Background: an optimization exercise with open tools, aiming at small area and a short achievable clock period. Do not read the settings as production practice. Function was checked by simulation only, so behaviour that the tests miss may differ from the original. In every run shown here, the design's own scripts or RTL, not TritonCTS, make the clock network. The clock port is modelled as an ideal driver, which makes a skipped or thinned clock tree look cheaper than it is; a real chip needs a root buffer or a tree. Power is estimated from default activity; no workload was simulated.

==> flow/design.v <==
module TM_ALU_iv (input a, output y); assign y = ~a; endmodule
module TM_ALU_nd (input a, input b, output y); assign y = ~(a & b); endmodule
module TM_ALU_nr (input a, input b, output y); assign y = ~(a | b); endmodule
module TM_ALU_xo (input a, input b, output y); assign y = a ^ b; endmodule
module TM_ALU_xn (input a, input b, output y); assign y = ~(a ^ b); endmodule
module TM_ALU_mi (input s, input a1, input a0, output y); assign y = ~(s ? a1 : a0); endmodule
module TM_ALU_an (input a, input b, output y); assign y = a & b; endmodule
module TM_ALU_or (input a, input b, output y); assign y = a | b; endmodule
module TM_ALU_ha (input a, input b, output s, output co);
    assign s = a ^ b;
    assign co = a & b;
endmodule
module TM_ALU_fa (input a, input b, input ci, output s, output co);
    assign s = a ^ b ^ ci;
    assign co = (a & b) | (ci & (a | b));
endmodule
module TM_ALU (clk, reset, AvgTxLen, InstExed, CurTxLen, AvgTxLen_new, InstExed_new);
    input clk, reset;
    input [7:0] AvgTxLen, InstExed, CurTxLen;
    output [7:0] AvgTxLen_new, InstExed_new;
    reg a0_0, a0_1, a0_2, a0_3, a0_4, a0_5, a0_6, a0_7, i0_0, i0_1, i0_2, i0_3, i0_4, i0_5, i0_6, i0_7, t0_0, t0_1, t0_2, t0_3, t0_4, t0_5, t0_6, t0_7, i1_0, i1_1, i1_2, i1_3, i1_4, i1_5, i1_6, i1_7, sg1, a1_0, a1_1, a1_2, a1_3, a1_4, a1_5, a1_6, a1_7, r1_0, r1_1, r1_2, d1_4, d1_3, d1_2, d1_1, d1_0, i2_0, i2_1, i2_2, i2_3, i2_4, i2_5, i2_6, i2_7, sg2, a2_0, a2_1, a2_2, a2_3, a2_4, a2_5, a2_6, a2_7, q2_4, q2_3, q2_2, r2_0, r2_1, r2_2, r2_3, r2_4, r2_5, d2_1, d2_0, avg3_0, avg3_1, avg3_2, avg3_3, avg3_4, avg3_5, avg3_6, avg3_7, inst3_0, inst3_1, inst3_2, inst3_3, inst3_4, inst3_5, inst3_6, inst3_7;
    wire xo1, xo2, xo3, xo4, xo5, xo6, xo7, xo8, nd9, xn10, iv11, mi12, xo13, mi14, xn15, iv16, mi17, xo18, mi19, xn20, iv21, mi22, xo23, mi24, xn25, iv26, mi27, xn28, or29, or30, or31, or32, or33, or34, or35, nr36, nr37, xo38, xn39, iv40, an41, iv42, fs43, fc44, nr45, nd46, mi47, mi48, xn49, xn50, or51, fs52, fc53, fs54, fc55, nr56, mi57, mi58, mi59, xo60, xo61, nd62, xo63, xn64, xn65, mi66, xo67, xo68, xo69, xo70, xn71, xo72, xn73, xo74, xn75, iv76, nd77, xn78, xn79, mi80, xn81, xo82, mi83, xn84, xn85, mi86, or87, or88, nr89, nd90, mi91, mi92, mi93, mi94, xn95, or96, fs97, fc98, fs99, fc100, fs101, fc102, fs103, fc104, nr105, mi106, mi107, mi108, mi109, mi110, xn111, nd112, xn113, xn114, mi115, xn116, xo117, mi118, xn119, xn120, mi121, xn122, xo123, mi124, xn125, xn126, mi127, nr128, nd129, mi130, mi131, mi132, mi133, mi134, mi135, xn136, nr137, xo138, xn139, iv140, mi141, xo142, xo143, mi144, xo145, xn146, iv147, mi148, xo149, xo150, mi151, xo152, xn153, iv154, mi155, xo156, xo157, mi158, iv159, nd160, mi161, mi162, mi163, mi164, mi165, mi166, mi167, iv168, nd169, xn170, mi171, xn172, mi173, xn174, mi175, xn176, mi177, xn178, mi179, xn180, mi181, xn182, mi183, xo184, xo185, nd186, xo187, xn188, xn189, mi190, xn191, xo192, xo193, mi194, xn195, xn196, xn197, mi198, xn199, xo200, xo201, mi202, hs203, hc204, iv205, hs206, hc207, xo208, hs209, hc210, hs211, hc212, hs213, hc214, hs215, hc216, hs217, hc218, hs219, hc220, xo221;
    TM_ALU_xo uxo1 (.a(CurTxLen[0]), .b(AvgTxLen[0]), .y(xo1));
    TM_ALU_xo uxo2 (.a(CurTxLen[1]), .b(AvgTxLen[1]), .y(xo2));
    TM_ALU_xo uxo3 (.a(CurTxLen[2]), .b(AvgTxLen[2]), .y(xo3));
    TM_ALU_xo uxo4 (.a(CurTxLen[3]), .b(AvgTxLen[3]), .y(xo4));
    TM_ALU_xo uxo5 (.a(CurTxLen[4]), .b(AvgTxLen[4]), .y(xo5));
    TM_ALU_xo uxo6 (.a(CurTxLen[5]), .b(AvgTxLen[5]), .y(xo6));
    TM_ALU_xo uxo7 (.a(CurTxLen[6]), .b(AvgTxLen[6]), .y(xo7));
    TM_ALU_xo uxo8 (.a(CurTxLen[7]), .b(AvgTxLen[7]), .y(xo8));
    TM_ALU_nd und9 (.a(t0_0), .b(a0_0), .y(nd9));
    TM_ALU_xn uxn10 (.a(t0_1), .b(nd9), .y(xn10));
    TM_ALU_iv uiv11 (.a(a0_1), .y(iv11));
    TM_ALU_mi umi12 (.s(t0_1), .a1(iv11), .a0(nd9), .y(mi12));
    TM_ALU_xo uxo13 (.a(t0_2), .b(mi12), .y(xo13));
    TM_ALU_mi umi14 (.s(t0_2), .a1(a0_2), .a0(mi12), .y(mi14));
    TM_ALU_xn uxn15 (.a(t0_3), .b(mi14), .y(xn15));
    TM_ALU_iv uiv16 (.a(a0_3), .y(iv16));
    TM_ALU_mi umi17 (.s(t0_3), .a1(iv16), .a0(mi14), .y(mi17));
    TM_ALU_xo uxo18 (.a(t0_4), .b(mi17), .y(xo18));
    TM_ALU_mi umi19 (.s(t0_4), .a1(a0_4), .a0(mi17), .y(mi19));
    TM_ALU_xn uxn20 (.a(t0_5), .b(mi19), .y(xn20));
    TM_ALU_iv uiv21 (.a(a0_5), .y(iv21));
    TM_ALU_mi umi22 (.s(t0_5), .a1(iv21), .a0(mi19), .y(mi22));
    TM_ALU_xo uxo23 (.a(t0_6), .b(mi22), .y(xo23));
    TM_ALU_mi umi24 (.s(t0_6), .a1(a0_6), .a0(mi22), .y(mi24));
    TM_ALU_xn uxn25 (.a(t0_7), .b(mi24), .y(xn25));
    TM_ALU_iv uiv26 (.a(a0_7), .y(iv26));
    TM_ALU_mi umi27 (.s(t0_7), .a1(iv26), .a0(mi24), .y(mi27));
    TM_ALU_xn uxn28 (.a(xn25), .b(mi27), .y(xn28));
    TM_ALU_or uor29 (.a(xn28), .b(i0_0), .y(or29));
    TM_ALU_or uor30 (.a(i0_7), .b(i0_6), .y(or30));
    TM_ALU_or uor31 (.a(or30), .b(i0_5), .y(or31));
    TM_ALU_or uor32 (.a(or31), .b(i0_4), .y(or32));
    TM_ALU_or uor33 (.a(or32), .b(i0_3), .y(or33));
    TM_ALU_or uor34 (.a(or33), .b(i0_2), .y(or34));
    TM_ALU_or uor35 (.a(or34), .b(i0_1), .y(or35));
    TM_ALU_nr unr36 (.a(or29), .b(or35), .y(nr36));
    TM_ALU_nr unr37 (.a(xn28), .b(nr36), .y(nr37));
    TM_ALU_xo uxo38 (.a(xo23), .b(mi27), .y(xo38));
    TM_ALU_xn uxn39 (.a(xo38), .b(i0_0), .y(xn39));
    TM_ALU_iv uiv40 (.a(i0_0), .y(iv40));
    TM_ALU_an uan41 (.a(xo38), .b(iv40), .y(an41));
    TM_ALU_iv uiv42 (.a(i0_1), .y(iv42));
    TM_ALU_fa ufs43 (.a(nr37), .b(iv42), .ci(an41), .s(fs43), .co(fc44));
    TM_ALU_nr unr45 (.a(or33), .b(i0_2), .y(nr45));
    TM_ALU_nd und46 (.a(fc44), .b(nr45), .y(nd46));
    TM_ALU_mi umi47 (.s(nd46), .a1(xo38), .a0(xn39), .y(mi47));
    TM_ALU_mi umi48 (.s(nd46), .a1(nr37), .a0(fs43), .y(mi48));
    TM_ALU_xn uxn49 (.a(xn20), .b(mi27), .y(xn49));
    TM_ALU_xn uxn50 (.a(xn49), .b(i0_0), .y(xn50));
    TM_ALU_or uor51 (.a(xn49), .b(i0_0), .y(or51));
    TM_ALU_fa ufs52 (.a(mi47), .b(i0_1), .ci(or51), .s(fs52), .co(fc53));
    TM_ALU_fa ufs54 (.a(mi48), .b(i0_2), .ci(fc53), .s(fs54), .co(fc55));
    TM_ALU_nr unr56 (.a(fc55), .b(or33), .y(nr56));
    TM_ALU_mi umi57 (.s(nr56), .a1(xn50), .a0(xn49), .y(mi57));
    TM_ALU_mi umi58 (.s(nr56), .a1(fs52), .a0(mi47), .y(mi58));
    TM_ALU_mi umi59 (.s(nr56), .a1(fs54), .a0(mi48), .y(mi59));
    TM_ALU_xo uxo60 (.a(nr56), .b(mi27), .y(xo60));
    TM_ALU_xo uxo61 (.a(a0_5), .b(xo60), .y(xo61));
    TM_ALU_nd und62 (.a(a0_5), .b(xo60), .y(nd62));
    TM_ALU_xo uxo63 (.a(nd46), .b(mi27), .y(xo63));
    TM_ALU_xn uxn64 (.a(a0_6), .b(xo63), .y(xn64));
    TM_ALU_xn uxn65 (.a(xn64), .b(nd62), .y(xn65));
    TM_ALU_mi umi66 (.s(xn64), .a1(nd62), .a0(xo63), .y(mi66));
    TM_ALU_xo uxo67 (.a(nr36), .b(mi27), .y(xo67));
    TM_ALU_xo uxo68 (.a(a0_7), .b(xo67), .y(xo68));
    TM_ALU_xo uxo69 (.a(xo68), .b(mi66), .y(xo69));
    TM_ALU_xo uxo70 (.a(xo18), .b(mi27), .y(xo70));
    TM_ALU_xn uxn71 (.a(xn15), .b(mi27), .y(xn71));
    TM_ALU_xo uxo72 (.a(xo13), .b(mi27), .y(xo72));
    TM_ALU_xn uxn73 (.a(xn10), .b(mi27), .y(xn73));
    TM_ALU_xo uxo74 (.a(t0_0), .b(mi27), .y(xo74));
    TM_ALU_xn uxn75 (.a(d1_4), .b(i1_0), .y(xn75));
    TM_ALU_iv uiv76 (.a(i1_0), .y(iv76));
    TM_ALU_nd und77 (.a(d1_4), .b(iv76), .y(nd77));
    TM_ALU_xn uxn78 (.a(r1_0), .b(i1_1), .y(xn78));
    TM_ALU_xn uxn79 (.a(xn78), .b(nd77), .y(xn79));
    TM_ALU_mi umi80 (.s(xn78), .a1(nd77), .a0(i1_1), .y(mi80));
    TM_ALU_xn uxn81 (.a(r1_1), .b(i1_2), .y(xn81));
    TM_ALU_xo uxo82 (.a(xn81), .b(mi80), .y(xo82));
    TM_ALU_mi umi83 (.s(xn81), .a1(mi80), .a0(r1_1), .y(mi83));
    TM_ALU_xn uxn84 (.a(r1_2), .b(i1_3), .y(xn84));
    TM_ALU_xn uxn85 (.a(xn84), .b(mi83), .y(xn85));
    TM_ALU_mi umi86 (.s(xn84), .a1(mi83), .a0(i1_3), .y(mi86));
    TM_ALU_or uor87 (.a(i1_7), .b(i1_6), .y(or87));
    TM_ALU_or uor88 (.a(or87), .b(i1_5), .y(or88));
    TM_ALU_nr unr89 (.a(or88), .b(i1_4), .y(nr89));
    TM_ALU_nd und90 (.a(mi86), .b(nr89), .y(nd90));
    TM_ALU_mi umi91 (.s(nd90), .a1(d1_4), .a0(xn75), .y(mi91));
    TM_ALU_mi umi92 (.s(nd90), .a1(r1_0), .a0(xn79), .y(mi92));
    TM_ALU_mi umi93 (.s(nd90), .a1(r1_1), .a0(xo82), .y(mi93));
    TM_ALU_mi umi94 (.s(nd90), .a1(r1_2), .a0(xn85), .y(mi94));
    TM_ALU_xn uxn95 (.a(d1_3), .b(i1_0), .y(xn95));
    TM_ALU_or uor96 (.a(d1_3), .b(i1_0), .y(or96));
    TM_ALU_fa ufs97 (.a(mi91), .b(i1_1), .ci(or96), .s(fs97), .co(fc98));
    TM_ALU_fa ufs99 (.a(mi92), .b(i1_2), .ci(fc98), .s(fs99), .co(fc100));
    TM_ALU_fa ufs101 (.a(mi93), .b(i1_3), .ci(fc100), .s(fs101), .co(fc102));
    TM_ALU_fa ufs103 (.a(mi94), .b(i1_4), .ci(fc102), .s(fs103), .co(fc104));
    TM_ALU_nr unr105 (.a(fc104), .b(or88), .y(nr105));
    TM_ALU_mi umi106 (.s(nr105), .a1(xn95), .a0(d1_3), .y(mi106));
    TM_ALU_mi umi107 (.s(nr105), .a1(fs97), .a0(mi91), .y(mi107));
    TM_ALU_mi umi108 (.s(nr105), .a1(fs99), .a0(mi92), .y(mi108));
    TM_ALU_mi umi109 (.s(nr105), .a1(fs101), .a0(mi93), .y(mi109));
    TM_ALU_mi umi110 (.s(nr105), .a1(fs103), .a0(mi94), .y(mi110));
    TM_ALU_xn uxn111 (.a(d1_2), .b(i1_0), .y(xn111));
    TM_ALU_nd und112 (.a(d1_2), .b(iv76), .y(nd112));
    TM_ALU_xn uxn113 (.a(mi106), .b(i1_1), .y(xn113));
    TM_ALU_xn uxn114 (.a(xn113), .b(nd112), .y(xn114));
    TM_ALU_mi umi115 (.s(xn113), .a1(nd112), .a0(i1_1), .y(mi115));
    TM_ALU_xn uxn116 (.a(mi107), .b(i1_2), .y(xn116));
    TM_ALU_xo uxo117 (.a(xn116), .b(mi115), .y(xo117));
    TM_ALU_mi umi118 (.s(xn116), .a1(mi115), .a0(mi107), .y(mi118));
    TM_ALU_xn uxn119 (.a(mi108), .b(i1_3), .y(xn119));
    TM_ALU_xn uxn120 (.a(xn119), .b(mi118), .y(xn120));
    TM_ALU_mi umi121 (.s(xn119), .a1(mi118), .a0(i1_3), .y(mi121));
    TM_ALU_xn uxn122 (.a(mi109), .b(i1_4), .y(xn122));
    TM_ALU_xo uxo123 (.a(xn122), .b(mi121), .y(xo123));
    TM_ALU_mi umi124 (.s(xn122), .a1(mi121), .a0(mi109), .y(mi124));
    TM_ALU_xn uxn125 (.a(mi110), .b(i1_5), .y(xn125));
    TM_ALU_xn uxn126 (.a(xn125), .b(mi124), .y(xn126));
    TM_ALU_mi umi127 (.s(xn125), .a1(mi124), .a0(i1_5), .y(mi127));
    TM_ALU_nr unr128 (.a(i1_7), .b(i1_6), .y(nr128));
    TM_ALU_nd und129 (.a(mi127), .b(nr128), .y(nd129));
    TM_ALU_mi umi130 (.s(nd129), .a1(d1_2), .a0(xn111), .y(mi130));
    TM_ALU_mi umi131 (.s(nd129), .a1(mi106), .a0(xn114), .y(mi131));
    TM_ALU_mi umi132 (.s(nd129), .a1(mi107), .a0(xo117), .y(mi132));
    TM_ALU_mi umi133 (.s(nd129), .a1(mi108), .a0(xn120), .y(mi133));
    TM_ALU_mi umi134 (.s(nd129), .a1(mi109), .a0(xo123), .y(mi134));
    TM_ALU_mi umi135 (.s(nd129), .a1(mi110), .a0(xn126), .y(mi135));
    TM_ALU_xn uxn136 (.a(d2_1), .b(i2_0), .y(xn136));
    TM_ALU_nr unr137 (.a(d2_1), .b(i2_0), .y(nr137));
    TM_ALU_xo uxo138 (.a(r2_0), .b(i2_1), .y(xo138));
    TM_ALU_xn uxn139 (.a(xo138), .b(nr137), .y(xn139));
    TM_ALU_iv uiv140 (.a(i2_1), .y(iv140));
    TM_ALU_mi umi141 (.s(xo138), .a1(nr137), .a0(iv140), .y(mi141));
    TM_ALU_xo uxo142 (.a(r2_1), .b(i2_2), .y(xo142));
    TM_ALU_xo uxo143 (.a(xo142), .b(mi141), .y(xo143));
    TM_ALU_mi umi144 (.s(xo142), .a1(mi141), .a0(r2_1), .y(mi144));
    TM_ALU_xo uxo145 (.a(r2_2), .b(i2_3), .y(xo145));
    TM_ALU_xn uxn146 (.a(xo145), .b(mi144), .y(xn146));
    TM_ALU_iv uiv147 (.a(i2_3), .y(iv147));
    TM_ALU_mi umi148 (.s(xo145), .a1(mi144), .a0(iv147), .y(mi148));
    TM_ALU_xo uxo149 (.a(r2_3), .b(i2_4), .y(xo149));
    TM_ALU_xo uxo150 (.a(xo149), .b(mi148), .y(xo150));
    TM_ALU_mi umi151 (.s(xo149), .a1(mi148), .a0(r2_3), .y(mi151));
    TM_ALU_xo uxo152 (.a(r2_4), .b(i2_5), .y(xo152));
    TM_ALU_xn uxn153 (.a(xo152), .b(mi151), .y(xn153));
    TM_ALU_iv uiv154 (.a(i2_5), .y(iv154));
    TM_ALU_mi umi155 (.s(xo152), .a1(mi151), .a0(iv154), .y(mi155));
    TM_ALU_xo uxo156 (.a(r2_5), .b(i2_6), .y(xo156));
    TM_ALU_xo uxo157 (.a(xo156), .b(mi155), .y(xo157));
    TM_ALU_mi umi158 (.s(xo156), .a1(mi155), .a0(r2_5), .y(mi158));
    TM_ALU_iv uiv159 (.a(i2_7), .y(iv159));
    TM_ALU_nd und160 (.a(mi158), .b(iv159), .y(nd160));
    TM_ALU_mi umi161 (.s(nd160), .a1(d2_1), .a0(xn136), .y(mi161));
    TM_ALU_mi umi162 (.s(nd160), .a1(r2_0), .a0(xn139), .y(mi162));
    TM_ALU_mi umi163 (.s(nd160), .a1(r2_1), .a0(xo143), .y(mi163));
    TM_ALU_mi umi164 (.s(nd160), .a1(r2_2), .a0(xn146), .y(mi164));
    TM_ALU_mi umi165 (.s(nd160), .a1(r2_3), .a0(xo150), .y(mi165));
    TM_ALU_mi umi166 (.s(nd160), .a1(r2_4), .a0(xn153), .y(mi166));
    TM_ALU_mi umi167 (.s(nd160), .a1(r2_5), .a0(xo157), .y(mi167));
    TM_ALU_iv uiv168 (.a(i2_0), .y(iv168));
    TM_ALU_nd und169 (.a(d2_0), .b(iv168), .y(nd169));
    TM_ALU_xn uxn170 (.a(mi161), .b(i2_1), .y(xn170));
    TM_ALU_mi umi171 (.s(xn170), .a1(nd169), .a0(i2_1), .y(mi171));
    TM_ALU_xn uxn172 (.a(mi162), .b(i2_2), .y(xn172));
    TM_ALU_mi umi173 (.s(xn172), .a1(mi171), .a0(mi162), .y(mi173));
    TM_ALU_xn uxn174 (.a(mi163), .b(i2_3), .y(xn174));
    TM_ALU_mi umi175 (.s(xn174), .a1(mi173), .a0(i2_3), .y(mi175));
    TM_ALU_xn uxn176 (.a(mi164), .b(i2_4), .y(xn176));
    TM_ALU_mi umi177 (.s(xn176), .a1(mi175), .a0(mi164), .y(mi177));
    TM_ALU_xn uxn178 (.a(mi165), .b(i2_5), .y(xn178));
    TM_ALU_mi umi179 (.s(xn178), .a1(mi177), .a0(i2_5), .y(mi179));
    TM_ALU_xn uxn180 (.a(mi166), .b(i2_6), .y(xn180));
    TM_ALU_mi umi181 (.s(xn180), .a1(mi179), .a0(mi166), .y(mi181));
    TM_ALU_xn uxn182 (.a(mi167), .b(i2_7), .y(xn182));
    TM_ALU_mi umi183 (.s(xn182), .a1(mi181), .a0(i2_7), .y(mi183));
    TM_ALU_xo uxo184 (.a(mi183), .b(sg2), .y(xo184));
    TM_ALU_xo uxo185 (.a(a2_0), .b(xo184), .y(xo185));
    TM_ALU_nd und186 (.a(a2_0), .b(xo184), .y(nd186));
    TM_ALU_xo uxo187 (.a(nd160), .b(sg2), .y(xo187));
    TM_ALU_xn uxn188 (.a(a2_1), .b(xo187), .y(xn188));
    TM_ALU_xn uxn189 (.a(xn188), .b(nd186), .y(xn189));
    TM_ALU_mi umi190 (.s(xn188), .a1(nd186), .a0(xo187), .y(mi190));
    TM_ALU_xn uxn191 (.a(q2_2), .b(sg2), .y(xn191));
    TM_ALU_xo uxo192 (.a(a2_2), .b(xn191), .y(xo192));
    TM_ALU_xo uxo193 (.a(xo192), .b(mi190), .y(xo193));
    TM_ALU_mi umi194 (.s(xo192), .a1(mi190), .a0(a2_2), .y(mi194));
    TM_ALU_xn uxn195 (.a(q2_3), .b(sg2), .y(xn195));
    TM_ALU_xn uxn196 (.a(a2_3), .b(xn195), .y(xn196));
    TM_ALU_xn uxn197 (.a(xn196), .b(mi194), .y(xn197));
    TM_ALU_mi umi198 (.s(xn196), .a1(mi194), .a0(xn195), .y(mi198));
    TM_ALU_xn uxn199 (.a(q2_4), .b(sg2), .y(xn199));
    TM_ALU_xo uxo200 (.a(a2_4), .b(xn199), .y(xo200));
    TM_ALU_xo uxo201 (.a(xo200), .b(mi198), .y(xo201));
    TM_ALU_mi umi202 (.s(xo200), .a1(mi198), .a0(a2_4), .y(mi202));
    TM_ALU_iv uiv205 (.a(mi202), .y(iv205));
    TM_ALU_ha uhs203 (.a(a2_5), .b(iv205), .s(hs203), .co(hc204));
    TM_ALU_ha uhs206 (.a(a2_6), .b(hc204), .s(hs206), .co(hc207));
    TM_ALU_xo uxo208 (.a(a2_7), .b(hc207), .y(xo208));
    TM_ALU_ha uhs209 (.a(i2_1), .b(i2_0), .s(hs209), .co(hc210));
    TM_ALU_ha uhs211 (.a(i2_2), .b(hc210), .s(hs211), .co(hc212));
    TM_ALU_ha uhs213 (.a(i2_3), .b(hc212), .s(hs213), .co(hc214));
    TM_ALU_ha uhs215 (.a(i2_4), .b(hc214), .s(hs215), .co(hc216));
    TM_ALU_ha uhs217 (.a(i2_5), .b(hc216), .s(hs217), .co(hc218));
    TM_ALU_ha uhs219 (.a(i2_6), .b(hc218), .s(hs219), .co(hc220));
    TM_ALU_xo uxo221 (.a(i2_7), .b(hc220), .y(xo221));
    always @(posedge clk) begin
        a0_0 <= AvgTxLen[0];
        a0_1 <= AvgTxLen[1];
        a0_2 <= AvgTxLen[2];
        a0_3 <= AvgTxLen[3];
        a0_4 <= AvgTxLen[4];
        a0_5 <= AvgTxLen[5];
        a0_6 <= AvgTxLen[6];
        a0_7 <= AvgTxLen[7];
        i0_0 <= InstExed[0];
        i0_1 <= InstExed[1];
        i0_2 <= InstExed[2];
        i0_3 <= InstExed[3];
        i0_4 <= InstExed[4];
        i0_5 <= InstExed[5];
        i0_6 <= InstExed[6];
        i0_7 <= InstExed[7];
        t0_0 <= xo1;
        t0_1 <= xo2;
        t0_2 <= xo3;
        t0_3 <= xo4;
        t0_4 <= xo5;
        t0_5 <= xo6;
        t0_6 <= xo7;
        t0_7 <= xo8;
        i1_0 <= i0_0;
        i1_1 <= i0_1;
        i1_2 <= i0_2;
        i1_3 <= i0_3;
        i1_4 <= i0_4;
        i1_5 <= i0_5;
        i1_6 <= i0_6;
        i1_7 <= i0_7;
        sg1 <= mi27;
        a1_0 <= a0_0;
        a1_1 <= a0_1;
        a1_2 <= a0_2;
        a1_3 <= a0_3;
        a1_4 <= a0_4;
        a1_5 <= xo61;
        a1_6 <= xn65;
        a1_7 <= xo69;
        r1_0 <= mi57;
        r1_1 <= mi58;
        r1_2 <= mi59;
        d1_4 <= xo70;
        d1_3 <= xn71;
        d1_2 <= xo72;
        d1_1 <= xn73;
        d1_0 <= xo74;
        i2_0 <= i1_0;
        i2_1 <= i1_1;
        i2_2 <= i1_2;
        i2_3 <= i1_3;
        i2_4 <= i1_4;
        i2_5 <= i1_5;
        i2_6 <= i1_6;
        i2_7 <= i1_7;
        sg2 <= sg1;
        a2_0 <= a1_0;
        a2_1 <= a1_1;
        a2_2 <= a1_2;
        a2_3 <= a1_3;
        a2_4 <= a1_4;
        a2_5 <= a1_5;
        a2_6 <= a1_6;
        a2_7 <= a1_7;
        q2_4 <= nd90;
        q2_3 <= nr105;
        q2_2 <= nd129;
        r2_0 <= mi130;
        r2_1 <= mi131;
        r2_2 <= mi132;
        r2_3 <= mi133;
        r2_4 <= mi134;
        r2_5 <= mi135;
        d2_1 <= d1_1;
        d2_0 <= d1_0;
        avg3_0 <= xo185;
        avg3_1 <= xn189;
        avg3_2 <= xo193;
        avg3_3 <= xn197;
        avg3_4 <= xo201;
        avg3_5 <= hs203;
        avg3_6 <= hs206;
        avg3_7 <= xo208;
        inst3_0 <= iv168;
        inst3_1 <= hs209;
        inst3_2 <= hs211;
        inst3_3 <= hs213;
        inst3_4 <= hs215;
        inst3_5 <= hs217;
        inst3_6 <= hs219;
        inst3_7 <= xo221;
    end
    assign AvgTxLen_new = {avg3_7, avg3_6, avg3_5, avg3_4, avg3_3, avg3_2, avg3_1, avg3_0};
    assign InstExed_new = {inst3_7, inst3_6, inst3_5, inst3_4, inst3_3, inst3_2, inst3_1, inst3_0};
endmodule
==> flow/flow/run.sh <==
#!/bin/bash
set -euo pipefail
export SETUP_SLACK_MARGIN=21.1
export BUFFER_PORTS_ARGS="-buffer_cell sky130_fd_sc_hd__buf_1"
export POST_CTS_TCL="$(pwd)/flow/cts_post.tcl"
export CLKTREE_N=${CLKTREE_N:-3}
export CLKTREE_BUF=${CLKTREE_BUF:-sky130_fd_sc_hd__clkbuf_16}
bash standard.sh > standard_flow.log 2>&1
==> flow/flow/cts_post.tcl <==
set block [ord::get_db_block]
set nbuf $::env(CLKTREE_N)
set bufm [[ord::get_db] findMaster $::env(CLKTREE_BUF)]
set clkport [$block findBTerm clk]
set clknet [$clkport getNet]
# collect the flip-flop clock pins and the clock-tree cells below the port
set sinks {}
set tree {}
set todo [list $clknet]
while {[llength $todo]} {
  set net [lindex $todo 0]; set todo [lrange $todo 1 end]
  foreach it [$net getITerms] {
    if {[$it isOutputSignal]} continue
    set inst [$it getInst]
    set mname [[$inst getMaster] getName]
    if {[string match "*dfxtp*" $mname]} {
      lappend sinks $it
    } else {
      lappend tree $inst
      foreach ot [$inst getITerms] {
        if {[$ot isOutputSignal] && [$ot getNet] ne "NULL"} { lappend todo [$ot getNet] }
      }
    }
  }
}
puts "clock tree: [llength $sinks] sinks, [llength $tree] tree cells"
# remove the old tree
set oldnets {}
foreach inst $tree {
  foreach ot [$inst getITerms] {
    if {[$ot isOutputSignal] && [$ot getNet] ne "NULL"} { lappend oldnets [$ot getNet] }
  }
}
foreach it $sinks { $it disconnect }
foreach inst $tree { odb::dbInst_destroy $inst }
foreach net [lsort -unique $oldnets] { if {$net ne $clknet} { odb::dbNet_destroy $net } }
# k-means on the flip-flop locations
set pts {}
foreach it $sinks {
  set b [[$it getInst] getBBox]
  lappend pts [list [expr {([$b xMin]+[$b xMax])/2.0}] [expr {([$b yMin]+[$b yMax])/2.0}]]
}
set n [llength $pts]
set cent {}
set sorted [lsort -real -index 0 $pts]
for {set k 0} {$k < $nbuf} {incr k} {
  lappend cent [lindex $sorted [expr {int(($k + 0.5) * $n / $nbuf)}]]
}
# balanced k-means: each buffer gets at most ceil(n / nbuf) flip-flops
set cap [expr {($n + $nbuf - 1) / $nbuf}]
for {set iter 0} {$iter < 30} {incr iter} {
  set pairs {}
  set i 0
  foreach p $pts {
    for {set k 0} {$k < $nbuf} {incr k} {
      set c [lindex $cent $k]
      lappend pairs [list [expr {abs([lindex $p 0]-[lindex $c 0]) + abs([lindex $p 1]-[lindex $c 1])}] $i $k]
    }
    incr i
  }
  set asg [lrepeat $n -1]
  set fill [lrepeat $nbuf 0]
  foreach pr [lsort -real -index 0 $pairs] {
    lassign $pr d i k
    if {[lindex $asg $i] >= 0 || [lindex $fill $k] >= $cap} continue
    lset asg $i $k
    lset fill $k [expr {[lindex $fill $k] + 1}]
  }
  set newc {}
  for {set k 0} {$k < $nbuf} {incr k} {
    set sx 0; set sy 0; set m 0
    foreach p $pts a $asg { if {$a == $k} { set sx [expr {$sx+[lindex $p 0]}]; set sy [expr {$sy+[lindex $p 1]}]; incr m } }
    if {$m} { lappend newc [list [expr {$sx/$m}] [expr {$sy/$m}]] } else { lappend newc [lindex $cent $k] }
  }
  set cent $newc
}
for {set k 0} {$k < $nbuf} {incr k} {
  set inst [odb::dbInst_create $block $bufm "clkbuf_one_$k"]
  set net [odb::dbNet_create $block "clknet_one_$k"]
  $net setSigType CLOCK
  [$inst findITerm A] connect $clknet
  [$inst findITerm X] connect $net
  set c [lindex $cent $k]
  $inst setLocation [expr {int([lindex $c 0])}] [expr {int([lindex $c 1])}]
  $inst setPlacementStatus PLACED
  set m 0
  foreach it $sinks a $asg { if {$a == $k} { $it connect $net; incr m } }
  puts "clkbuf_one_$k: $m sinks"
}
detailed_placement
check_placement -verbose
estimate_parasitics -placement
report_clock_skew
==> flow/standard.sh <==
#!/bin/bash
# synth_recipe.tcl (not shown) runs the flow's synth.tcl, then flattens the netlist and writes it again
# the make line also repeats each setting of config.mk as NAME=value (left out here)
make -C /OpenROAD-flow-scripts/flow DESIGN_CONFIG=/design/flow/config.mk WORK_HOME=/design/flow/orfs CLKGATE_MAP_FILE= SYNTH_SCRIPT=/design/flow/synth_recipe.tcl "${@:-finish}"
==> flow/config.mk <==
export PLATFORM = sky130hd
export DESIGN_NAME = TM_ALU
export DESIGN_NICKNAME = TM_ALU
export VERILOG_FILES = /design/flow/design.v
export SDC_FILE = /design/flow/constraint.sdc
export NUM_CORES = 4
export LEC_CHECK = 0
export CAP_MARGIN = 20
export CORE_MARGIN = 2
export CORE_UTILIZATION = 40
export SLEW_MARGIN = 20
export SYNTH_HIERARCHICAL = 1
==> flow/constraint.sdc <==
create_clock -name core_clock -period 27.0 [get_ports {clk}]
set_input_delay 5.4000 -clock core_clock [delete_from_list [all_inputs] [get_ports {clk}]]
set_output_delay 5.4000 -clock core_clock [all_outputs]
set_load 0.01 [all_outputs]
==> results of run 1 <==
==> power groups by stage <==
stage,clock (mW),sequential [mW],combinational (mW)
5_1_grt,0.0614,0.183,0.190
2_1_floorplan,0,0.179,0.149
3_5_place_dp,0,0.183,0.165
3_3_place_gp,0,0.182,0.162
6_report,0.0536,0.179,0.168
==> cells in the mapped netlist, drive strengths merged <==
| cell | count |
|---|---|
| and2 | 1 |
| nand2 | 10 |
| buf | 16 |
| fa | 7 |
| dfxtp | 93 |
| or2 | 11 |
| nor2 | 8 |
| inv | 13 |
| mux2i | 60 |
| xnor2 | 46 |
| ha | 8 |
| xor2 | 42 |
==> logic make-up (layout without fill, tap and decap cells) <==
kind of cell / after synthesis / count (layout) / synth area share (%)
mux: 60 / 60 / 15.9
simple gates: 30 / 30 / 3.77
flops: 93 / 93 / 49.2
xor+xnor: 88 / 88 / 20.4
fa+ha+maj: 15 / 15 / 6.35
buf+inv: 29 / 58 / 4.46
==> area by class of cell <==
| cell class | count | area, sq um |
|---|---|---|
| Inverter | 13 | 48.8 |
| Timing Repair Buffer | 42 | 191 |
| Fill cell | 877 | 5100 |
| Multi-Input combinational cell | 193 | 1770 |
| Buffer | 3 | 75.1 |
| Sequential cell | 93 | 1860 |
| Tap cell | 111 | 139 |
==> path summary, 6_finish.rpt <==
| check | from | end | slack [ns] | cells after the start |
|---|---|---|---|---|
| worst max register to register | i1_1 | r2_4 | 21.59 | 20 |
| worst max-delay path | avg3_7 | AvgTxLen_new[7] | 20.99 | 1 |
| worst min register to register | a1_5 | a2_5 | 0.34 | 0 |
| worst min-delay path | a1_5 | a2_5 | 0.34 | 0 |
==> per-layer routing <==
layer | global-route usage (%) | part of all wire [%] | vias up
met1 | 12.1 | 46 | 908
met2 | 17.0 | 50 | 26
met5 | 0 | 0 | -
met4 | 3.12 | 1.3 | 0
li1 | - | - | 1046
met3 | 2.14 | 3.2 | 4
==> modules after synthesis, one instance, submodules excluded <==
module | times used | cells inside
TM_ALU | 1 | 109
TM_ALU_an | 1 | 1
TM_ALU_fa | 7 | 1
TM_ALU_ha | 8 | 1
TM_ALU_iv | 13 | 1
TM_ALU_mi | 60 | 1
TM_ALU_nd | 10 | 1
TM_ALU_nr | 8 | 1
TM_ALU_or | 11 | 1
TM_ALU_xn | 46 | 1
TM_ALU_xo | 42 | 1
==> metrics by stage <==
step / instances / hold slack (ns) / util, %
after detailed placement: 451 / 0.313 / 43.1
after global placement: 451 / 0.311 / 43.1
after global routing: 455 / 0.348 / 44.5
after floorplan: 315 / 0.310 / -
final: 455 / 0.336 / 44.5
==> qor.json, run 1 <==
{
  "critical_path.cell_chain": "buf_6",
  "power_consumption_mw": 0.400,
  "clock-skew-final_ns": 0.00721,
  "dpl-instance-area_sq_um": 3960,
  "antenna_found_initial": 0,
  "setup_ws_ns": 20.99,
  "vias": 1984,
  "synth_top_area_share_pct": 49.2,
  "power.internal_mw": 0.272,
  "synth_top_cells_by_area": "sky130_fd_sc_hd__dfxtp_1 49%, sky130_fd_sc_hd__mux2i_1 16%, sky130_fd_sc_hd__xnor2_1 11%",
  "final_period_demand_of_the_worst_path_ns": 6.01,
  "worst-slew-pin-transition_ns": 0.439,
  "grt_start_max_net_pins": 32,
  "most_used_cells_in_the_layout_excluding_fill_and_tap_cells": "91 x sky130_fd_sc_hd__dfxtp_1, 60 x sky130_fd_sc_hd__mux2i_1, 45 x sky130_fd_sc_hd__xnor2_1",
  "io_buffer_count": 40,
  "remaining_drc_errors": 0,
  "drt_iter0_markers": 23,
  "finalInstanceArea_sq_um": 4090,
  "total_routing_usage_gr_pct": 9.78,
  "p_switching_mw": 0.128,
  "initial_utilization_pct": 41.2,
  "clk-insertion-delay-late_ns": 0.17,
  "cts_sinks": 93,
  "synth.net_count": 356,
  "finalSetupViolCount": 0,
  "min-delay-path-class": "flop to flop",
  "die_h_um": 101,
  "full_die_area_sq_um": 10300,
  "worst_ir_drop_vdd_v": 0.0000387,
  "setup_tns_ns": 0,
  "synth.ff_latch_count": 93,
  "final.period_utilization_pct": 22.3,
  "flow.area_growth_from_synthesis_pct": 8.13,
  "viasPerCell": 4.36,
  "layout.cells.most_common": "sky130_fd_sc_hd__dfxtp_1",
  "timing.critical_path.from_type": "flop",
  "io_pins": 42,
  "total_buffers_and_inverters_traversed_by_the_critical_path": 1,
  "drt_wl_total_um": 4670,
  "drv_slew": 0,
  "ant_nets": 0,
  "status": "timing/DRC/antenna clean",
  "swShare_pct": 32.1,
  "place_worst_setup_slack_ns": 21.10,
  "seq_power_share_pct": 44.8,
  "diodes": 0,
  "fmaxAchievable_mhz": 166,
  "synthesis.yosys.warnings": 7,
  "highest_cell_delay_on_the_worst_timing_path_ns": 0.34,
  "timing_hold_violations_final": 0,
  "critPathKind": "flop to output pin",
  "crit_path_max_fanout": 1,
  "synth_sequential_area_ratio_pct": 49.2,
  "syn-cell-area_sq_um": 3780,
  "total_congestion_overflow_after_global_routing": 0,
  "dp_hpwl_um": 3700,
  "power.clock.fraction_pct": 13.4,
  "place.gp.congestion": 0.696,
  "syn_avg_cell_area_sq_um": 12.0,
  "power_density_nw_per_um2": 97.9,
  "critPathCaptureType": "output pin",
  "drive_above_1_share_pct": 7.85,
  "netlist_instances": 315,
  "p_leak_nw": 1.83,
  "slowest_stage": "sky130_fd_sc_hd__dfxtp_2",
  "grt_pass1_vias": 1906,
  "worstPathArrival_ns": 0.61,
  "die_x_um": 101,
  "cp.required_ns": 21.60,
  "detail_route.first_pass.iterations": 4,
  "final_net_count": 387,
  "core_area_sq_um": 9200,
  "drt-wirelength-per-cell_um": 10.3,
  "first_pass_grt_wire_length_um": 8150,
  "path_clk_slew_ns": 0.11,
  "max-slew-margin-rel_pct": 70.7,
  "synth_cell_types": 12,
  "max_cap_viol_count": 0,
  "synth_area_leader_cell": "sky130_fd_sc_hd__dfxtp_1",
  "unrepaired_setup_endpoints_after_global_routing": "true",
  "pwr-share-comb_pct": 41.9,
  "standard_cell_rows": 35,
  "critical-path-top-delay-family": "flip-flops"
}
==> run 2: changes to the inputs <==
--- a/flow/flow/run.sh
+++ b/flow/flow/run.sh
@@ -1,6 +1,6 @@
 #!/bin/bash
 set -euo pipefail
-export SETUP_SLACK_MARGIN=21.1
+export SETUP_SLACK_MARGIN=21.4
 export BUFFER_PORTS_ARGS="-buffer_cell sky130_fd_sc_hd__buf_1"
 export POST_CTS_TCL="$(pwd)/flow/cts_post.tcl"
 export CLKTREE_N=${CLKTREE_N:-3}
==> run 2 against run 1 <==
Via count increased by 3.9%; die area stayed put; wire length shrank 1.9%; cell count up 2.9%; sequential cell count unchanged; critical path depth stayed put; largest power group is now combinational cells; maximum frequency rose by 0.19%; clock power fell by 2%; synthesized cell count unchanged; area after synthesis unchanged; design area increased by 4.0%; register-to-register slack gained 0.11 ns; still clean on timing, DRC and antenna.
==> qor.json, run 2 <==
{
  "status": "timing/DRC/antenna clean",
  "synth_compound_area_share_pct": 0,
  "dpl-instance-area_sq_um": 3960,
  "drt-wirelength-per-cell_um": 9.79,
  "flip_flop_cell_with_the_highest_count_after_synthesis": "sky130_fd_sc_hd__dfxtp_1",
  "finalCoreUtilization_pct": 46.3,
  "total_buffers_and_inverters_traversed_by_the_critical_path": 1,
  "synth_cell_types": 12,
  "critical-path-top-delay-family": "flip-flops",
  "synth_top_area_share_pct": 49.2,
  "layout.filler_cells": 886,
  "clk-insertion-delay-late_ns": 0.17,
  "standard_cell_rows": 35,
  "min-delay-path-class": "flop to flop",
  "max_cap_viol_count": 0,
  "cts_sinks": 93,
  "synth-simple-area-share_pct": 3.77,
  "dpl.cell_count": 451,
  "path_clk_slew_ns": 0.11,
  "ant_nets": 0,
  "most_used_cells_in_the_layout_excluding_fill_and_tap_cells": "90 x sky130_fd_sc_hd__dfxtp_1, 56 x sky130_fd_sc_hd__mux2i_1, 44 x sky130_fd_sc_hd__xnor2_1",
  "fmaxAchievable_mhz": 167,
  "full_die_area_sq_um": 10300,
  "critPathCaptureType": "output pin",
  "largest_family_of_logic_cells_by_synthesized_area": "XOR/XNOR gates",
  "grt_start_max_net_pins": 32,
  "synthXorXnorAreaFrac_pct": 20.4,
  "unrepaired_setup_endpoints_after_global_routing": "true",
  "max-slew-margin-rel_pct": 79.8,
  "area_of_the_multi_input_gates_sq_um": 1830,
  "synth_sequential_area_ratio_pct": 49.2,
  "diodes": 0,
  "stdcell_count": 468,
  "syn_avg_cell_area_sq_um": 12.0,
  "final_period_demand_of_the_worst_path_ns": 6.00,
  "drv_slew": 0,
  "timing.critical_path.from_type": "flop",
  "dp_hpwl_um": 3650,
  "worst_ir_drop_vdd_v": 0.0000399,
  "flow.area_growth_from_synthesis_pct": 12.5,
  "core_area_sq_um": 9200,
  "layout.cells.most_common": "sky130_fd_sc_hd__dfxtp_1",
  "remaining_drc_errors": 0,
  "total_congestion_overflow_after_global_routing": 0,
  "timing_hold_violations_final": 0,
  "highest_cell_delay_on_the_worst_timing_path_ns": 0.31,
  "crit_path_max_fanout": 1,
  "setup_tns_ns": 0,
  "synthesis.yosys.warnings": 7,
  "ff_latch_area_sq_um": 1870,
  "synth.net_count": 356,
  "syn-cell-area_sq_um": 3780,
  "synth_top_cells_by_area": "sky130_fd_sc_hd__dfxtp_1 49%, sky130_fd_sc_hd__mux2i_1 16%, sky130_fd_sc_hd__xnor2_1 11%",
  "finalInstanceArea_sq_um": 4260,
  "slowest_stage": "sky130_fd_sc_hd__dfxtp_1",
  "netlist_instances": 315,
  "critical_path.cell_chain": "buf_2",
  "worst-slew-pin-transition_ns": 0.295,
  "drive_above_1_share_pct": 14.0,
  "fin_hold_ws_ns": 0.335,
  "place_worst_setup_slack_ns": 21.06,
  "total_routing_usage_gr_pct": 9.40,
  "initial_utilization_pct": 41.2,
  "async_reset_ff_share_pct": 0,
  "synth_area_leader_cell": "sky130_fd_sc_hd__dfxtp_1",
  "synth-edff-count": 0,
  "antenna_found_initial": 0,
  "power_consumption_mw": 0.416,
  "synth_most_common_cell": "sky130_fd_sc_hd__dfxtp_1",
  "grt_pass1_vias": 1884,
  "detail_route.first_pass.iterations": 4,
  "first_pass_grt_wire_length_um": 7840,
  "yosys-mux-area-fraction_pct": 15.9,
  "synth-adder-area-share_pct": 6.35,
  "final.period_utilization_pct": 22.2,
  "io_buffer_count": 40,
  "viasPerCell": 4.41,
  "p_leak_nw": 1.90,
  "place.gp.congestion": 0.702,
  "clock-skew-final_ns": 0.00945,
  "post_synth_most_frequent_cells": "93 x sky130_fd_sc_hd__dfxtp_1, 60 x sky130_fd_sc_hd__mux2i_1, 46 x sky130_fd_sc_hd__xnor2_1",
  "die_x_um": 101,
  "drt_wl_total_um": 4580,
  "power_density_nw_per_um2": 97.7,
  "drt_iter0_markers": 21,
  "synth.ff_latch_count": 93,
  "finalSetupViolCount": 0,
  "worstPathArrival_ns": 0.60,
  "vias": 2062,
  "critPathKind": "flop to output pin",
  "setup_ws_ns": 21.00,
  "io_pins": 42,
  "die_h_um": 101,
  "cp.required_ns": 21.60,
  "final_net_count": 400
}
[run 2: changes by cell type in the layout (fill, tap and decap cells not counted)]
| cell | previous run | this run |
|---|---|---|
| sky130_fd_sc_hd__buf_4 | 2 | 14 |
| sky130_fd_sc_hd__mux2i_1 | 60 | 56 |
| sky130_fd_sc_hd__mux2i_2 | 0 | 4 |
| sky130_fd_sc_hd__xor2_1 | 42 | 40 |
| sky130_fd_sc_hd__xor2_2 | 0 | 2 |
| sky130_fd_sc_hd__buf_6 | 1 | 2 |
| sky130_fd_sc_hd__dfxtp_1 | 91 | 90 |
| sky130_fd_sc_hd__dfxtp_4 | 0 | 1 |
| sky130_fd_sc_hd__nand2_1 | 8 | 7 |
| sky130_fd_sc_hd__nand2_2 | 2 | 3 |
| sky130_fd_sc_hd__nor2_1 | 7 | 6 |
| sky130_fd_sc_hd__nor2_4 | 1 | 2 |
| sky130_fd_sc_hd__xnor2_1 | 45 | 44 |
| sky130_fd_sc_hd__xnor2_4 | 0 | 1 |
[run 2: cell families after synthesis]
group	after synthesis
fa+ha+maj	15
simple gates	30
buf+inv	29
xor+xnor	88
flops	93
mux	60
[run 2: modules after synthesis (local to each module, per instance)]
module	copies in the design	area, sq um
TM_ALU	1	1980
TM_ALU_an	1	6.26
TM_ALU_fa	7	20.0
TM_ALU_ha	8	12.5
TM_ALU_iv	13	3.75
TM_ALU_mi	60	10.0
TM_ALU_nd	10	3.75
TM_ALU_nr	8	3.75
TM_ALU_or	11	6.26
TM_ALU_xn	46	8.76
TM_ALU_xo	42	8.76
[run 2: per-layer routing]
metal  track usage [%]  part of all wire [%]  wire [um]  up-vias
met1              11.3                    47       2140      951
met4              2.81                   1.2         55        0
li1                  -                     -          -     1080
met3              2.07                   3.1        142        4
met2              16.8                    49       2250       27
met5                 0                     0          0        -
[run 2: final timing paths]
path              startpoint  slack [ns]              end  cells past startpoint
setup / recovery     inst3_3       21.00  InstExed_new[3]                      1
hold / removal          d1_1        0.34             d2_1                      0
setup reg to reg        i1_1       21.70             r2_1                     20
hold reg to reg         d1_1        0.34             d2_1                      0
[run 2: final cells by class]
cell class	count	share of cell area (%)
Multi-Input combinational cell	193	43.1
Sequential cell	93	43.9
Inverter	13	1.15
Buffer	3	1.76
Tap cell	111	3.26
Timing Repair Buffer	55	6.88
[run 2: power breakdown]
group	internal, mW	switching (mW)	total [mW]
Sequential	0.165	0.0151	0.180
Clock	0.0206	0.0317	0.0523
Combinational	0.0995	0.0843	0.184
Total	0.285	0.131	0.416
==> run 3: changes to the inputs <==
--- a/flow/flow/run.sh
+++ b/flow/flow/run.sh
@@ -1,6 +1,5 @@
 #!/bin/bash
 set -euo pipefail
-export SETUP_SLACK_MARGIN=21.4
 export BUFFER_PORTS_ARGS="-buffer_cell sky130_fd_sc_hd__buf_1"
 export POST_CTS_TCL="$(pwd)/flow/cts_post.tcl"
 export CLKTREE_N=${CLKTREE_N:-3}
==> run 3 against run 2 <==
Sequential power is essentially flat; die area is the same; critical path depth is the same; combinational power shrank 12%; hold slack gained 0.0014 ns; maximum frequency shrank 0.79%; sequential cell count is the same; cell count shrank 3.0%; power shrank 5.1%; largest cell class unchanged; highest routed layer unchanged.
==> qor.json, run 3 <==
{
  "power_consumption_mw": 0.395,
  "swShare_pct": 32.2,
  "timing.critical_path.from_type": "flop",
  "critPathCaptureType": "output pin",
  "detail_route.first_pass.iterations": 4,
  "timing.rr.end": "r2_0",
  "ff2ff_path_depth": 20,
  "standard_cell_rows": 35,
  "drt-wirelength-per-cell_um": 10.2,
  "power_density_nw_per_um2": 97.8,
  "final_net_count": 386,
  "final_period_demand_of_the_worst_path_ns": 6.05,
  "synth.ff_latch_count": 93,
  "ant_nets": 0,
  "synth_cell_types": 12,
  "pwr-share-comb_pct": 41.1,
  "grt_pass1_vias": 1906,
  "viasPerCell": 4.35,
  "critical-path-top-delay-family": "flip-flops",
  "register_to_register_path_setup_slack_ns": 21.19,
  "diodes": 0,
  "cts_sinks": 93,
  "drive_above_1_share_pct": 1.17,
  "synth_sequential_area_ratio_pct": 49.2,
  "worst-slew-pin-transition_ns": 0.567,
  "path_clk_slew_ns": 0.11,
  "unrepaired_setup_endpoints_after_global_routing": "false",
  "syn_avg_cell_area_sq_um": 12.0,
  "total_routing_usage_gr_pct": 9.78,
  "holdPathEnd": "a2_5",
  "die_h_um": 101,
  "clock-skew-final_ns": 0.00750,
  "slowest_stage": "sky130_fd_sc_hd__dfxtp_1",
  "drt_wl_total_um": 4640,
  "synth.net_count": 356,
  "seq_power_share_pct": 45.3,
  "netlist_instances": 315,
  "p_leak_nw": 1.77,
  "worstHoldStart": "a1_5",
  "total_congestion_overflow_after_global_routing": 0,
  "finalCoreUtilization_pct": 43.9,
  "stdcell_count": 454,
  "synth_top_cells_by_area": "sky130_fd_sc_hd__dfxtp_1 49%, sky130_fd_sc_hd__mux2i_1 16%, sky130_fd_sc_hd__xnor2_1 11%",
  "status": "timing/DRC/antenna clean",
  "most_used_cells_in_the_layout_excluding_fill_and_tap_cells": "93 x sky130_fd_sc_hd__dfxtp_1, 60 x sky130_fd_sc_hd__mux2i_1, 46 x sky130_fd_sc_hd__xnor2_1",
  "io_buffer_count": 40,
  "dpl.cell_count": 451,
  "io_pins": 42,
  "syn-cell-area_sq_um": 3780,
  "power.clock.fraction_pct": 13.6,
  "fmaxAchievable_mhz": 165,
  "synth_most_common_cell": "sky130_fd_sc_hd__dfxtp_1",
  "initial_utilization_pct": 41.2,
  "highest_cell_delay_on_the_worst_timing_path_ns": 0.33,
  "vias": 1975,
  "remaining_drc_errors": 0,
  "timing_hold_violations_final": 0,
  "place_worst_setup_slack_ns": 21.10,
  "min-delay-path-class": "flop to flop",
  "worstPathArrival_ns": 0.65,
  "layout.cells.most_common": "sky130_fd_sc_hd__dfxtp_1",
  "p_switching_mw": 0.127,
  "critical_path.cell_chain": "buf_1",
  "grt_start_max_net_pins": 32,
  "critPathKind": "flop to output pin",
  "synth_top_area_share_pct": 49.2,
  "total_buffers_and_inverters_traversed_by_the_critical_path": 1,
  "die_x_um": 101,
  "place.gp.congestion": 0.696,
  "post_synth_most_frequent_cells": "93 x sky130_fd_sc_hd__dfxtp_1, 60 x sky130_fd_sc_hd__mux2i_1, 46 x sky130_fd_sc_hd__xnor2_1",
  "synth_area_leader_cell": "sky130_fd_sc_hd__dfxtp_1",
  "full_die_area_sq_um": 10300,
  "drt_iter0_markers": 29,
  "worst_ir_drop_vdd_v": 0.0000383,
  "flip_flop_cell_with_the_highest_count_after_synthesis": "sky130_fd_sc_hd__dfxtp_1",
  "cp.required_ns": 21.60,
  "async_reset_ff_share_pct": 0,
  "core_area_sq_um": 9200,
  "power.internal_mw": 0.267,
  "hold_path_depth": 0,
  "final.period_utilization_pct": 22.4,
  "finalSetupViolCount": 0,
  "synthesis.yosys.warnings": 7,
  "flow.area_growth_from_synthesis_pct": 6.64,
  "antenna_found_initial": 0,
  "setup_tns_ns": 0,
  "synth-edff-count": 0,
  "crit-reg2reg-launch": "i1_1",
  "dp_hpwl_um": 3700,
  "crit_path_max_fanout": 1,
  "clk-insertion-delay-late_ns": 0.17,
  "max-slew-margin-rel_pct": 62.0,
  "drv_slew": 0,
  "max_cap_viol_count": 0,
  "first_pass_grt_wire_length_um": 8150,
  "setup_ws_ns": 20.95
}
[run 3: cell counts after synthesis]
Identical to the previous run, type by type.
[run 3: per-stage QoR]
step                hold slack [ns]  cell area (sq um)
detailed placement            0.313               3960
global placement              0.311               3960
floorplan                     0.310               3780
finish                        0.336               4040
global route                  0.348               4040
[run 3: cells by family after synthesis]
logic type | synth area share (%)
fa+ha+maj | 6.35
flops | 49.2
mux | 15.9
xor+xnor | 20.4
simple gates | 3.77
buf+inv | 4.46
[run 3: power groups by stage]
stage | clock [mW] | sequential (mW) | combinational [mW]
3_5_place_dp | 0 | 0.183 | 0.165
6_report | 0.0535 | 0.179 | 0.162
5_1_grt | 0.0614 | 0.183 | 0.184
2_1_floorplan | 0 | 0.179 | 0.149
3_3_place_gp | 0 | 0.182 | 0.162
[run 3: layout make-up]
class                   instances  area [sq um]
flip-flops and latches         93          1860
inverters                      13          48.8
fillers                       885          5160
well taps                     111           139
plain buffers                   3          75.1
repair buffers                 41           158
multi-input cells             193          1750
[run 3: worst max path at each step]
stage / startpoint / to / slack [ns] / cells after the start
global route: i1_1 / r2_4 / 20.60 / 20
detailed placement: i1_1 / r2_4 / 21.10 / 20
finish: avg3_7 / AvgTxLen_new[7] / 20.95 / 1
floorplan: avg3_0 / AvgTxLen_new[0] / 21.20 / 1
global placement: i1_1 / r2_2 / 21.11 / 20
[run 3: per-layer routing]
layer,vias to the layer above,track usage (%),share of wire (%)
met4,0,3.12,1.1
met5,-,0,0
met3,4,2.14,3.2
li1,1043,-,-
met1,902,12.1,46
met2,26,17.0,50
[run 3: modules after synthesis (local to each module, per instance)]
| module | flip-flops and latches | copies in the design | cells | area (sq um) |
|---|---|---|---|---|
| TM_ALU_ha | 0 | 8 | 1 | 12.5 |
| TM_ALU_nr | 0 | 8 | 1 | 3.75 |
| TM_ALU_mi | 0 | 60 | 1 | 10.0 |
| TM_ALU_or | 0 | 11 | 1 | 6.26 |
| TM_ALU | 93 | 1 | 109 | 1980 |
| TM_ALU_iv | 0 | 13 | 1 | 3.75 |
| TM_ALU_xn | 0 | 46 | 1 | 8.76 |
| TM_ALU_xo | 0 | 42 | 1 | 8.76 |
| TM_ALU_nd | 0 | 10 | 1 | 3.75 |
| TM_ALU_an | 0 | 1 | 1 | 6.26 |
| TM_ALU_fa | 0 | 7 | 1 | 20.0 |

==> afterwards: timing with drivers on the ports <==
No port has a modelled driver above. Below, the same layouts with a new extraction and two added sets of constraints.
Step 1 assumes that a clkbuf_16 drives the clock port and a buf_2 every other input.
Step 2, shift: input delay + t, output delay - t, t = (earliest + latest rising clock arrival at the registers) / 2. This alone moves slack from input paths to output paths.
a / b / c = no drivers / after step 1 / after step 2; a / b = the first two.
run	t (ns)	slack for setup (ns)	worst hold slack (ns)	slew at the worst register clock pin (ns)
run 1	0.229	20.985 / 20.924 / 21.152	0.336 / 0.336 / 0.336	0.11 / 0.11
run 2	0.225	20.997 / 20.936 / 21.161	0.335 / 0.335 / 0.335	0.11 / 0.11
run 3	0.228	20.949 / 20.887 / 21.115	0.336 / 0.336 / 0.336	0.11 / 0.11
After both steps every run listed still meets setup and hold.
